Source: an optimization exercise on an open RTL-to-GDS flow (aim: small area, a short achievable clock period and few clock cycles). Production flows keep margins and buffers that such runs may drop.
Only simulation tests tie the RTL to the original design; equivalence was not proved.
Power is estimated from default activity; no workload was simulated.

==> inputs of v6 <==
// JAM
module JAM (
    input CLK,
    input RST,
    output [2:0] W,
    output [2:0] J,
    input [6:0] Cost,
    output reg [3:0] MatchCount,
    output reg [9:0] MinCost,
    output reg Valid
);
Settings: LEC_CHECK=0, CAP_MARGIN=20, CORE_MARGIN=2, CORE_UTILIZATION=40, SLEW_MARGIN=20; clock period 10.0 ns.
standard.sh (not shown) runs the stock make flow with config.mk's settings and CLKGATE_MAP_FILE= SYNTH_SCRIPT=/design/flow/synth_recipe.tcl, a recipe that flattens the netlist after the stock synthesis.
==> flow/flow/run.sh <==
#!/bin/bash
# Standard layout with two changes: the port buffers use a normal buffer cell (buf_4)
# instead of the default pick, and clock tree synthesis builds its tree from clkbuf_16,
# without dummy loads, in clusters of up to 20 flip-flops.
set -euo pipefail
export BUFFER_PORTS_ARGS="-buffer_cell sky130_fd_sc_hd__buf_4"
export CTS_ARGS="-sink_clustering_enable -repair_clock_nets -dont_use_dummy_load -buf_list sky130_fd_sc_hd__clkbuf_16 -sink_clustering_size 20 -sink_clustering_max_diameter 150"
bash standard.sh finish > standard_flow.log 2>&1
==> inputs of v30, as changes to v6 <==
==> flow/config.mk (replaced) <==
export PLATFORM = sky130hd
export DESIGN_NAME = JAM
export DESIGN_NICKNAME = JAM
export VERILOG_FILES = /design/flow/design.v
export SDC_FILE = /design/flow/constraint.sdc
export NUM_CORES = 4
export LEC_CHECK = 0
export CAP_MARGIN = 50
export CORE_MARGIN = 2
export CORE_UTILIZATION = 40
export SLEW_MARGIN = 60
==> inputs of v20, as changes to v6 <==
--- a/flow/design.v
+++ b/flow/design.v
@@ -87,11 +87,11 @@
     jam_cmp u_c (.a(a[9:0]), .b(b[9:0]), .lt(lt), .eq(eq));
     wire [13:0] sa, sb;
     jam_cand u_a (.v(a), .c(c), .ok(ok), .y(sa));
     jam_cand u_b (.v(b), .c(c), .ok(ok), .y(sb));
     assign y[9:0] = lt ? sa[9:0] : sb[9:0];
-    assign y[13:10] = {4{ok}} & (eq ? a[13:10] + b[13:10] : (lt ? a[13:10] : b[13:10]));
+    assign y[13:10] = eq ? a[13:10] + b[13:10] : (lt ? a[13:10] : b[13:10]);
 endmodule
 module jam_order (
     input  [5:0] k,
     output reg [5:0] a
 );
@@ -223,11 +223,11 @@
     assign s[6] = p0_6 ^ gx9;
     assign s[7] = p0_7 ^ gx13;
     assign s[8] = p0_8 ^ gx8;
     assign s[9] = p0_9 ^ gx14;
     assign y[9:0] = s | {10{~ok}};
-    assign y[13:10] = v[13:10] & {4{ok}};
+    assign y[13:10] = v[13:10];
 endmodule
 module JAM (
     input CLK,
     input RST,
     output [2:0] W,
@@ -267,11 +267,12 @@
     wire [2:0] g0_pc = {2'd0, g0_um2[0]} + {2'd0, g0_um2[1]} + {2'd0, g0_um2[2]} + {2'd0, g0_um2[3]} + {2'd0, g0_um2[4]} + {2'd0, g0_um2[5]} + 3'd7;
     always @(posedge CLK) begin
         if (rst_q) g0_um2 <= 8'd242; else g0_um2 <= g0_um2 + 8'd1;
         g0_um1 <= g0_um2[5:0]; g0_u0 <= g0_um1; g0_u1 <= g0_u0[1:0]; g0_u2 <= g0_u1;
         g0_zm1 <= (g0_um2 == 8'd0); g0_z0 <= g0_zm1; g0_z1 <= g0_z0; g0_z2 <= g0_z1;
-        g0_lm1 <= (g0_um2 == 8'd63); g0_l0 <= g0_lm1; g0_l1 <= g0_l0; g0_l2 <= g0_l1; g0_l3 <= g0_l2;
+        if (rst_q) begin g0_lm1 <= 1'b0; g0_l0 <= 1'b0; g0_l1 <= 1'b0; g0_l2 <= 1'b0; g0_l3 <= 1'b0; end
+        else begin g0_lm1 <= (g0_um2 == 8'd63); g0_l0 <= g0_lm1; g0_l1 <= g0_l0; g0_l2 <= g0_l1; g0_l3 <= g0_l2; end
         g0_rm1 <= g0_pc; g0_r0 <= g0_rm1;
         g0_ohm1 <= 8'd1 << g0_pc; g0_oh1 <= 8'd1 << g0_r0;
     end
     reg [6:0] g0_c0;
     always @(posedge CLK) g0_c0 <= ({7{g0_oh1[0]}} & tab[0]) | ({7{g0_oh1[1]}} & tab[8]) | ({7{g0_oh1[2]}} & tab[16]) | ({7{g0_oh1[3]}} & tab[24]) | ({7{g0_oh1[4]}} & tab[32]) | ({7{g0_oh1[5]}} & tab[40]);
@@ -295,11 +296,12 @@
     wire [2:0] g1_pc = {2'd0, g1_um2[0]} + {2'd0, g1_um2[1]} + {2'd0, g1_um2[2]} + {2'd0, g1_um2[3]} + {2'd0, g1_um2[4]} + {2'd0, g1_um2[5]} + 3'd0;
     always @(posedge CLK) begin
         if (rst_q) g1_um2 <= 8'd238; else g1_um2 <= g1_um2 + 8'd1;
         g1_um1 <= g1_um2[5:0]; g1_u0 <= g1_um1; g1_u1 <= g1_u0[1:0]; g1_u2 <= g1_u1;
         g1_zm1 <= (g1_um2 == 8'd0); g1_z0 <= g1_zm1; g1_z1 <= g1_z0; g1_z2 <= g1_z1;
-        g1_lm1 <= (g1_um2 == 8'd63); g1_l0 <= g1_lm1; g1_l1 <= g1_l0; g1_l2 <= g1_l1; g1_l3 <= g1_l2;
+        if (rst_q) begin g1_lm1 <= 1'b0; g1_l0 <= 1'b0; g1_l1 <= 1'b0; g1_l2 <= 1'b0; g1_l3 <= 1'b0; end
+        else begin g1_lm1 <= (g1_um2 == 8'd63); g1_l0 <= g1_lm1; g1_l1 <= g1_l0; g1_l2 <= g1_l1; g1_l3 <= g1_l2; end
         g1_rm1 <= g1_pc; g1_r0 <= g1_rm1;
         g1_ohm1 <= 8'd1 << g1_pc; g1_oh1 <= 8'd1 << g1_r0;
     end
     reg [6:0] g1_c0;
     always @(posedge CLK) g1_c0 <= ({7{g1_oh1[1]}} & tab[8]) | ({7{g1_oh1[2]}} & tab[16]) | ({7{g1_oh1[3]}} & tab[24]) | ({7{g1_oh1[4]}} & tab[32]) | ({7{g1_oh1[5]}} & tab[40]) | ({7{g1_oh1[6]}} & tab[48]);
@@ -327,11 +329,12 @@
     wire [2:0] g2_pc = {2'd0, g2_um2[0]} + {2'd0, g2_um2[1]} + {2'd0, g2_um2[2]} + {2'd0, g2_um2[3]} + {2'd0, g2_um2[4]} + {2'd0, g2_um2[5]} + 3'd1;
     always @(posedge CLK) begin
         if (rst_q) g2_um2 <= 8'd234; else g2_um2 <= g2_um2 + 8'd1;
         g2_um1 <= g2_um2[5:0]; g2_u0 <= g2_um1; g2_u1 <= g2_u0[1:0]; g2_u2 <= g2_u1;
         g2_zm1 <= (g2_um2 == 8'd0); g2_z0 <= g2_zm1; g2_z1 <= g2_z0; g2_z2 <= g2_z1;
-        g2_lm1 <= (g2_um2 == 8'd63); g2_l0 <= g2_lm1; g2_l1 <= g2_l0; g2_l2 <= g2_l1; g2_l3 <= g2_l2;
+        if (rst_q) begin g2_lm1 <= 1'b0; g2_l0 <= 1'b0; g2_l1 <= 1'b0; g2_l2 <= 1'b0; g2_l3 <= 1'b0; end
+        else begin g2_lm1 <= (g2_um2 == 8'd63); g2_l0 <= g2_lm1; g2_l1 <= g2_l0; g2_l2 <= g2_l1; g2_l3 <= g2_l2; end
         g2_rm1 <= g2_pc; g2_r0 <= g2_rm1;
         g2_ohm1 <= 8'd1 << g2_pc; g2_oh1 <= 8'd1 << g2_r0;
     end
     reg [6:0] g2_c0;
     always @(posedge CLK) g2_c0 <= ({7{g2_oh1[2]}} & tab[16]) | ({7{g2_oh1[3]}} & tab[24]) | ({7{g2_oh1[4]}} & tab[32]) | ({7{g2_oh1[5]}} & tab[40]) | ({7{g2_oh1[6]}} & tab[48]) | ({7{g2_oh1[7]}} & tab[56]);
@@ -347,55 +350,61 @@
     always @(posedge CLK) g2_c5 <= ({7{g2_ohm1[2]}} & tab[21]) | ({7{g2_ohm1[3]}} & tab[29]) | ({7{g2_ohm1[4]}} & tab[37]) | ({7{g2_ohm1[5]}} & tab[45]) | ({7{g2_ohm1[6]}} & tab[53]) | ({7{g2_ohm1[7]}} & tab[61]);
     reg [6:0] g2_c6;
     always @(posedge CLK) g2_c6 <= ({7{g2_ohm1[1]}} & tab[14]) | ({7{g2_ohm1[2]}} & tab[22]) | ({7{g2_ohm1[3]}} & tab[30]) | ({7{g2_ohm1[4]}} & tab[38]) | ({7{g2_ohm1[5]}} & tab[46]) | ({7{g2_ohm1[6]}} & tab[54]) | ({7{g2_ohm1[7]}} & tab[62]);
     reg [6:0] g2_c7;
     always @(posedge CLK) g2_c7 <= ({7{g2_ohm1[1]}} & tab[15]) | ({7{g2_ohm1[2]}} & tab[23]) | ({7{g2_ohm1[3]}} & tab[31]) | ({7{g2_ohm1[4]}} & tab[39]) | ({7{g2_ohm1[5]}} & tab[47]) | ({7{g2_ohm1[6]}} & tab[55]) | ({7{g2_ohm1[7]}} & tab[63]);
-    reg [13:0] q0 [0:28];
-    reg [13:0] l0_e [0:3];
+    reg [13:0] q0 [0:29];
+    reg [9:0] l0_e [0:3];
     wire [13:0] l0_x0;
     jam_cand l0_cx0 (.v(q0[0]), .c(g0_c2), .ok(g0_u0[2]), .y(l0_x0));
     wire [13:0] l0_x1;
     jam_cand l0_cx1 (.v(q0[4]), .c(g0_c3), .ok(g0_u0[3]), .y(l0_x1));
     wire [13:0] l0_x2;
     jam_cand l0_cx2 (.v(q0[12]), .c(g0_c4), .ok(g0_u0[4]), .y(l0_x2));
     wire [13:0] l0_x3;
     jam_cand l0_cx3 (.v(q0[28]), .c(g0_c5), .ok(g0_u0[5]), .y(l0_x3));
     always @(posedge CLK) begin
-        l0_e[0] <= l0_x0;
-        l0_e[1] <= l0_x1;
-        l0_e[2] <= l0_x2;
-        l0_e[3] <= l0_x3;
-    end
+        l0_e[0] <= l0_x0[9:0];
+        l0_e[1] <= l0_x1[9:0];
+        l0_e[2] <= l0_x2[9:0];
+        l0_e[3] <= l0_x3[9:0];
+    end
+    wire [13:0] l0_f0 = {q0[1][13:10], l0_e[0]};
+    wire [13:0] l0_f1 = {q0[5][13:10], l0_e[1]};
+    wire [13:0] l0_f2 = {q0[13][13:10], l0_e[2]};
+    wire [13:0] l0_f3 = {q0[29][13:10], l0_e[3]};
     wire [13:0] l0_g0;
-    jam_min3 l0_cg0 (.a(l0_e[0]), .b(l0_e[1]), .c(l0_e[2]), .y(l0_g0));
+    jam_min3 l0_cg0 (.a(l0_f0), .b(l0_f1), .c(l0_f2), .y(l0_g0));
     wire [13:0] l0_g1;
-    assign l0_g1 = l0_e[3];
+    assign l0_g1 = l0_f3;
     reg [13:0] l0_a1, l0_b1;
     always @(posedge CLK) begin
         l0_a1 <= l0_g0;
         l0_b1 <= l0_g1;
     end
-    reg [13:0] l0_pr, l0_t2, l0_t1;
+    reg [13:0] l0_pr, l0_t1;
+    reg [9:0] l0_t2c;
+    wire [13:0] l0_t2 = {q0[1][13:10], l0_t2c};   
     wire [13:0] l0_z2;
     jam_cmb l0_cz2 (.a(l0_a1), .b(l0_b1), .y(l0_z2));
     wire [13:0] l0_t2s, l0_t1s;
     jam_cand l0_ct2 (.v(q0[0]), .c(g0_c1), .ok(g0_u2[1]), .y(l0_t2s));
     jam_cand2 l0_ct1 (.a(l0_pr), .b(l0_t2), .c(g0_c0), .ok(g0_u2[0]), .y(l0_t1s));
     always @(posedge CLK) begin
         l0_pr <= (g0_z2 ? 14'h0400 : l0_z2);
-        l0_t2 <= l0_t2s;
+        l0_t2c <= l0_t2s[9:0];
         l0_t1 <= l0_t1s;
     end
     wire [13:0] l0_r;
     jam_min3 l0_cr3 (.a(l0_t1), .b(l0_t2), .c(l0_pr), .y(l0_r));
     integer qi0;
     always @(posedge CLK) begin
         q0[0] <= l0_r;
-        for (qi0 = 1; qi0 < 29; qi0 = qi0 + 1) q0[qi0] <= q0[qi0-1];
+        for (qi0 = 1; qi0 < 30; qi0 = qi0 + 1) q0[qi0] <= q0[qi0-1];
     end
-    reg [13:0] q1 [0:28];
-    reg [13:0] l1_e [0:4];
+    reg [13:0] q1 [0:29];
+    reg [9:0] l1_e [0:4];
     wire [13:0] l1_x0;
     jam_cand l1_cx0 (.v(q1[0]), .c(g1_c2), .ok(g1_u0[2]), .y(l1_x0));
     wire [13:0] l1_x1;
     jam_cand l1_cx1 (.v(q1[4]), .c(g1_c3), .ok(g1_u0[3]), .y(l1_x1));
     wire [13:0] l1_x2;
@@ -403,45 +412,52 @@
     wire [13:0] l1_x3;
     jam_cand l1_cx3 (.v(q1[28]), .c(g1_c5), .ok(g1_u0[5]), .y(l1_x3));
     wire [13:0] l1_x4;
     jam_cand l1_cx4 (.v(q0[0]), .c(g1_c6), .ok(1'b1), .y(l1_x4));
     always @(posedge CLK) begin
-        l1_e[0] <= l1_x0;
-        l1_e[1] <= l1_x1;
-        l1_e[2] <= l1_x2;
-        l1_e[3] <= l1_x3;
-        l1_e[4] <= l1_x4;
-    end
+        l1_e[0] <= l1_x0[9:0];
+        l1_e[1] <= l1_x1[9:0];
+        l1_e[2] <= l1_x2[9:0];
+        l1_e[3] <= l1_x3[9:0];
+        l1_e[4] <= l1_x4[9:0];
+    end
+    wire [13:0] l1_f0 = {q1[1][13:10], l1_e[0]};
+    wire [13:0] l1_f1 = {q1[5][13:10], l1_e[1]};
+    wire [13:0] l1_f2 = {q1[13][13:10], l1_e[2]};
+    wire [13:0] l1_f3 = {q1[29][13:10], l1_e[3]};
+    wire [13:0] l1_f4 = {q0[1][13:10], l1_e[4]};
     wire [13:0] l1_g0;
-    jam_min3 l1_cg0 (.a(l1_e[0]), .b(l1_e[1]), .c(l1_e[2]), .y(l1_g0));
+    jam_min3 l1_cg0 (.a(l1_f0), .b(l1_f1), .c(l1_f2), .y(l1_g0));
     wire [13:0] l1_g1;
-    jam_cmb l1_cg1 (.a(l1_e[3]), .b(l1_e[4]), .y(l1_g1));
+    jam_cmb l1_cg1 (.a(l1_f3), .b(l1_f4), .y(l1_g1));
     reg [13:0] l1_a1, l1_b1;
     always @(posedge CLK) begin
         l1_a1 <= l1_g0;
         l1_b1 <= l1_g1;
     end
-    reg [13:0] l1_pr, l1_t2, l1_t1;
+    reg [13:0] l1_pr, l1_t1;
+    reg [9:0] l1_t2c;
+    wire [13:0] l1_t2 = {q1[1][13:10], l1_t2c};   
     wire [13:0] l1_z2;
     jam_cmb l1_cz2 (.a(l1_a1), .b(l1_b1), .y(l1_z2));
     wire [13:0] l1_t2s, l1_t1s;
     jam_cand l1_ct2 (.v(q1[0]), .c(g1_c1), .ok(g1_u2[1]), .y(l1_t2s));
     jam_cand2 l1_ct1 (.a(l1_pr), .b(l1_t2), .c(g1_c0), .ok(g1_u2[0]), .y(l1_t1s));
     always @(posedge CLK) begin
         l1_pr <= l1_z2;
-        l1_t2 <= l1_t2s;
+        l1_t2c <= l1_t2s[9:0];
         l1_t1 <= l1_t1s;
     end
     wire [13:0] l1_r;
     jam_min3 l1_cr3 (.a(l1_t1), .b(l1_t2), .c(l1_pr), .y(l1_r));
     integer qi1;
     always @(posedge CLK) begin
         q1[0] <= l1_r;
-        for (qi1 = 1; qi1 < 29; qi1 = qi1 + 1) q1[qi1] <= q1[qi1-1];
+        for (qi1 = 1; qi1 < 30; qi1 = qi1 + 1) q1[qi1] <= q1[qi1-1];
     end
-    reg [13:0] q2 [0:28];
-    reg [13:0] l2_e [0:4];
+    reg [13:0] q2 [0:29];
+    reg [9:0] l2_e [0:4];
     wire [13:0] l2_x0;
     jam_cand l2_cx0 (.v(q2[0]), .c(g1_c2), .ok(g1_u0[2]), .y(l2_x0));
     wire [13:0] l2_x1;
     jam_cand l2_cx1 (.v(q2[4]), .c(g1_c3), .ok(g1_u0[3]), .y(l2_x1));
     wire [13:0] l2_x2;
@@ -449,45 +465,52 @@
     wire [13:0] l2_x3;
     jam_cand l2_cx3 (.v(q2[28]), .c(g1_c5), .ok(g1_u0[5]), .y(l2_x3));
     wire [13:0] l2_x4;
     jam_cand l2_cx4 (.v(q0[0]), .c(g1_c7), .ok(1'b1), .y(l2_x4));
     always @(posedge CLK) begin
-        l2_e[0] <= l2_x0;
-        l2_e[1] <= l2_x1;
-        l2_e[2] <= l2_x2;
-        l2_e[3] <= l2_x3;
-        l2_e[4] <= l2_x4;
-    end
+        l2_e[0] <= l2_x0[9:0];
+        l2_e[1] <= l2_x1[9:0];
+        l2_e[2] <= l2_x2[9:0];
+        l2_e[3] <= l2_x3[9:0];
+        l2_e[4] <= l2_x4[9:0];
+    end
+    wire [13:0] l2_f0 = {q2[1][13:10], l2_e[0]};
+    wire [13:0] l2_f1 = {q2[5][13:10], l2_e[1]};
+    wire [13:0] l2_f2 = {q2[13][13:10], l2_e[2]};
+    wire [13:0] l2_f3 = {q2[29][13:10], l2_e[3]};
+    wire [13:0] l2_f4 = {q0[1][13:10], l2_e[4]};
     wire [13:0] l2_g0;
-    jam_min3 l2_cg0 (.a(l2_e[0]), .b(l2_e[1]), .c(l2_e[2]), .y(l2_g0));
+    jam_min3 l2_cg0 (.a(l2_f0), .b(l2_f1), .c(l2_f2), .y(l2_g0));
     wire [13:0] l2_g1;
-    jam_cmb l2_cg1 (.a(l2_e[3]), .b(l2_e[4]), .y(l2_g1));
+    jam_cmb l2_cg1 (.a(l2_f3), .b(l2_f4), .y(l2_g1));
     reg [13:0] l2_a1, l2_b1;
     always @(posedge CLK) begin
         l2_a1 <= l2_g0;
         l2_b1 <= l2_g1;
     end
-    reg [13:0] l2_pr, l2_t2, l2_t1;
+    reg [13:0] l2_pr, l2_t1;
+    reg [9:0] l2_t2c;
+    wire [13:0] l2_t2 = {q2[1][13:10], l2_t2c};   
     wire [13:0] l2_z2;
     jam_cmb l2_cz2 (.a(l2_a1), .b(l2_b1), .y(l2_z2));
     wire [13:0] l2_t2s, l2_t1s;
     jam_cand l2_ct2 (.v(q2[0]), .c(g1_c1), .ok(g1_u2[1]), .y(l2_t2s));
     jam_cand2 l2_ct1 (.a(l2_pr), .b(l2_t2), .c(g1_c0), .ok(g1_u2[0]), .y(l2_t1s));
     always @(posedge CLK) begin
         l2_pr <= l2_z2;
-        l2_t2 <= l2_t2s;
+        l2_t2c <= l2_t2s[9:0];
         l2_t1 <= l2_t1s;
     end
     wire [13:0] l2_r;
     jam_min3 l2_cr3 (.a(l2_t1), .b(l2_t2), .c(l2_pr), .y(l2_r));
     integer qi2;
     always @(posedge CLK) begin
         q2[0] <= l2_r;
-        for (qi2 = 1; qi2 < 29; qi2 = qi2 + 1) q2[qi2] <= q2[qi2-1];
+        for (qi2 = 1; qi2 < 30; qi2 = qi2 + 1) q2[qi2] <= q2[qi2-1];
     end
-    reg [13:0] q3 [0:28];
-    reg [13:0] l3_e [0:5];
+    reg [13:0] q3 [0:29];
+    reg [9:0] l3_e [0:5];
     wire [13:0] l3_x0;
     jam_cand l3_cx0 (.v(q3[0]), .c(g2_c2), .ok(g2_u0[2]), .y(l3_x0));
     wire [13:0] l3_x1;
     jam_cand l3_cx1 (.v(q3[4]), .c(g2_c3), .ok(g2_u0[3]), .y(l3_x1));
     wire [13:0] l3_x2;
@@ -497,43 +520,51 @@
     wire [13:0] l3_x4;
     jam_cand l3_cx4 (.v(q2[0]), .c(g2_c6), .ok(1'b1), .y(l3_x4));
     wire [13:0] l3_x5;
     jam_cand l3_cx5 (.v(q1[0]), .c(g2_c7), .ok(1'b1), .y(l3_x5));
     always @(posedge CLK) begin
-        l3_e[0] <= l3_x0;
-        l3_e[1] <= l3_x1;
-        l3_e[2] <= l3_x2;
-        l3_e[3] <= l3_x3;
-        l3_e[4] <= l3_x4;
-        l3_e[5] <= l3_x5;
-    end
+        l3_e[0] <= l3_x0[9:0];
+        l3_e[1] <= l3_x1[9:0];
+        l3_e[2] <= l3_x2[9:0];
+        l3_e[3] <= l3_x3[9:0];
+        l3_e[4] <= l3_x4[9:0];
+        l3_e[5] <= l3_x5[9:0];
+    end
+    wire [13:0] l3_f0 = {q3[1][13:10], l3_e[0]};
+    wire [13:0] l3_f1 = {q3[5][13:10], l3_e[1]};
+    wire [13:0] l3_f2 = {q3[13][13:10], l3_e[2]};
+    wire [13:0] l3_f3 = {q3[29][13:10], l3_e[3]};
+    wire [13:0] l3_f4 = {q2[1][13:10], l3_e[4]};
+    wire [13:0] l3_f5 = {q1[1][13:10], l3_e[5]};
     wire [13:0] l3_g0;
-    jam_min3 l3_cg0 (.a(l3_e[0]), .b(l3_e[1]), .c(l3_e[2]), .y(l3_g0));
+    jam_min3 l3_cg0 (.a(l3_f0), .b(l3_f1), .c(l3_f2), .y(l3_g0));
     wire [13:0] l3_g1;
-    jam_min3 l3_cg1 (.a(l3_e[3]), .b(l3_e[4]), .c(l3_e[5]), .y(l3_g1));
+    jam_min3 l3_cg1 (.a(l3_f3), .b(l3_f4), .c(l3_f5), .y(l3_g1));
     reg [13:0] l3_a1, l3_b1;
     always @(posedge CLK) begin
         l3_a1 <= l3_g0;
         l3_b1 <= l3_g1;
     end
-    reg [13:0] l3_pr, l3_t2, l3_t1;
+    reg [13:0] l3_pr, l3_t1;
+    reg [9:0] l3_t2c;
+    wire [13:0] l3_t2 = {q3[1][13:10], l3_t2c};   
     wire [13:0] l3_z2;
     jam_cmb l3_cz2 (.a(l3_a1), .b(l3_b1), .y(l3_z2));
     wire [13:0] l3_t2s, l3_t1s;
     jam_cand l3_ct2 (.v(q3[0]), .c(g2_c1), .ok(g2_u2[1]), .y(l3_t2s));
     jam_cand2 l3_ct1 (.a(l3_pr), .b(l3_t2), .c(g2_c0), .ok(g2_u2[0]), .y(l3_t1s));
     always @(posedge CLK) begin
         l3_pr <= l3_z2;
-        l3_t2 <= l3_t2s;
+        l3_t2c <= l3_t2s[9:0];
         l3_t1 <= l3_t1s;
     end
     wire [13:0] l3_r;
     jam_min3 l3_cr3 (.a(l3_t1), .b(l3_t2), .c(l3_pr), .y(l3_r));
     integer qi3;
     always @(posedge CLK) begin
         q3[0] <= l3_r;
-        for (qi3 = 1; qi3 < 29; qi3 = qi3 + 1) q3[qi3] <= q3[qi3-1];
+        for (qi3 = 1; qi3 < 30; qi3 = qi3 + 1) q3[qi3] <= q3[qi3-1];
     end
     always @(posedge CLK) begin
         if (rst_q) Valid <= 1'b0;
         else if (g2_l3) Valid <= 1'b1;
     end
==> notes <==
- v30 passed the timing, DRC and antenna checks. v20 completed without violations. v6 went through all stages and came out clean.
- Of v6 and v20, v6 has the higher global-route usage (gap 0.15 points).
- Between v6 and v20, the lower via count is in v20 (gap about 1.8%, measured against v20).
- In synthesized cell count, v30 and v6 do not differ.
- Sequential power is about the same in v30 and v20.
- Between v6 and v30, the lower worst hold slack is in v6 (gap 58 ps).
- In die area, v30 and v6 do not differ.
- The lowest sequential share of layout area belongs to v30, the highest to v6.
- Clock skew: v30 is lower than v6 (9.2 ps).
- The lowest non-clock buffer count belongs to v6, the highest to v30.
==> figures <==
Status: v30 finished clean; v6 finished clean; v20 finished clean
Crit path capture: v30 MatchCount[3]$_DFF_P_; v6 MatchCount[3]$_DFF_P_; v20 q2[0][10]$_DFF_P_
Max FO, Critical Path: v30 27; v6 27; v20 38
Count of TritonRoute iterations in the first routing pass: v30 8; v6 6; v20 8
Area growth from synthesis to layout: v30 8.72%; v6 8.09%; v20 7.96%
Net Sw Power: v30 13700 uW; v6 13600 uW; v20 13700 uW
WP depth: v30 11; v6 11; v20 9
Library cell contributing the largest single delay on the critical path: v30 sky130_fd_sc_hd__dfxtp_1; v6 sky130_fd_sc_hd__dfxtp_1; v20 sky130_fd_sc_hd__a21oi_4
Total met3 wirelength after detailed routing: v30 13300 um; v6 14300 um; v20 14100 um
Power drawn by the sequential cells: v30 18700 uW; v6 18700 uW; v20 18400 uW
Multi-input gate share of the layout cell area: v30 31.4%; v6 31.1%; v20 31.4%
Post-synthesis register bit count: v30 2939; v6 2939; v20 2875
Fraction of synthesized area in multiplexers: v30 2.26%; v6 2.26%; v20 2.43%
Diode count: v30 6; v6 4; v20 4
Worst path max stage delay: v30 460 ps; v6 460 ps; v20 820 ps
Adder and majority cell fraction of the synthesized area: v30 12.8%; v6 12.8%; v20 13.0%
Switching share of power: v30 36.0%; v6 35.9%; v20 36.1%
Arrival time at the worst endpoint: v30 4240 ps; v6 4240 ps; v20 4230 ps
Area of the multi-input gates: v30 0.0340 sq mm; v6 0.0335 sq mm; v20 0.0332 sq mm
Testbench counts of v6, summed over its fixed seeds: cycles 1,656.
Testbench counts of v30, summed over its fixed seeds: cycles 1,656.
Testbench counts of v20, summed over its fixed seeds: cycles 1,656.

[what the ideal ports hide]
How much do the figures lean on ideal ports? The routed layouts below were timed once more, with nothing changed but the port constraints. Step 1 sets driving cells, clkbuf_16 on the clock port and buf_2 on the other inputs (assumed; they add their load-dependent delay and slew). Step 2 adds t to the input delays and takes it off the output delays; t is the mean of the earliest and latest rising clock arrival at the registers after step 1. Input paths then give back, and output paths get back, about the clock's delay inside the block. Three values: no drivers, after step 1, after step 2; two values: the first two.
| run | t, ns | setup slack, ns | clock arrival spread, ns | worst slew at a driven data input, ns |
|---|---|---|---|---|
| v6 | 0.875 | 6.442 / 6.430 / 6.442 | 0.134 / 0.133 | 0.09 |
| v30 | 0.879 | 6.444 / 6.435 / 6.444 | 0.089 / 0.090 | 0.09 |
| v20 | 0.885 | 6.432 / 6.432 / 6.432 | 0.103 / 0.103 | 0.03 |
After both steps every run listed still meets setup and hold.
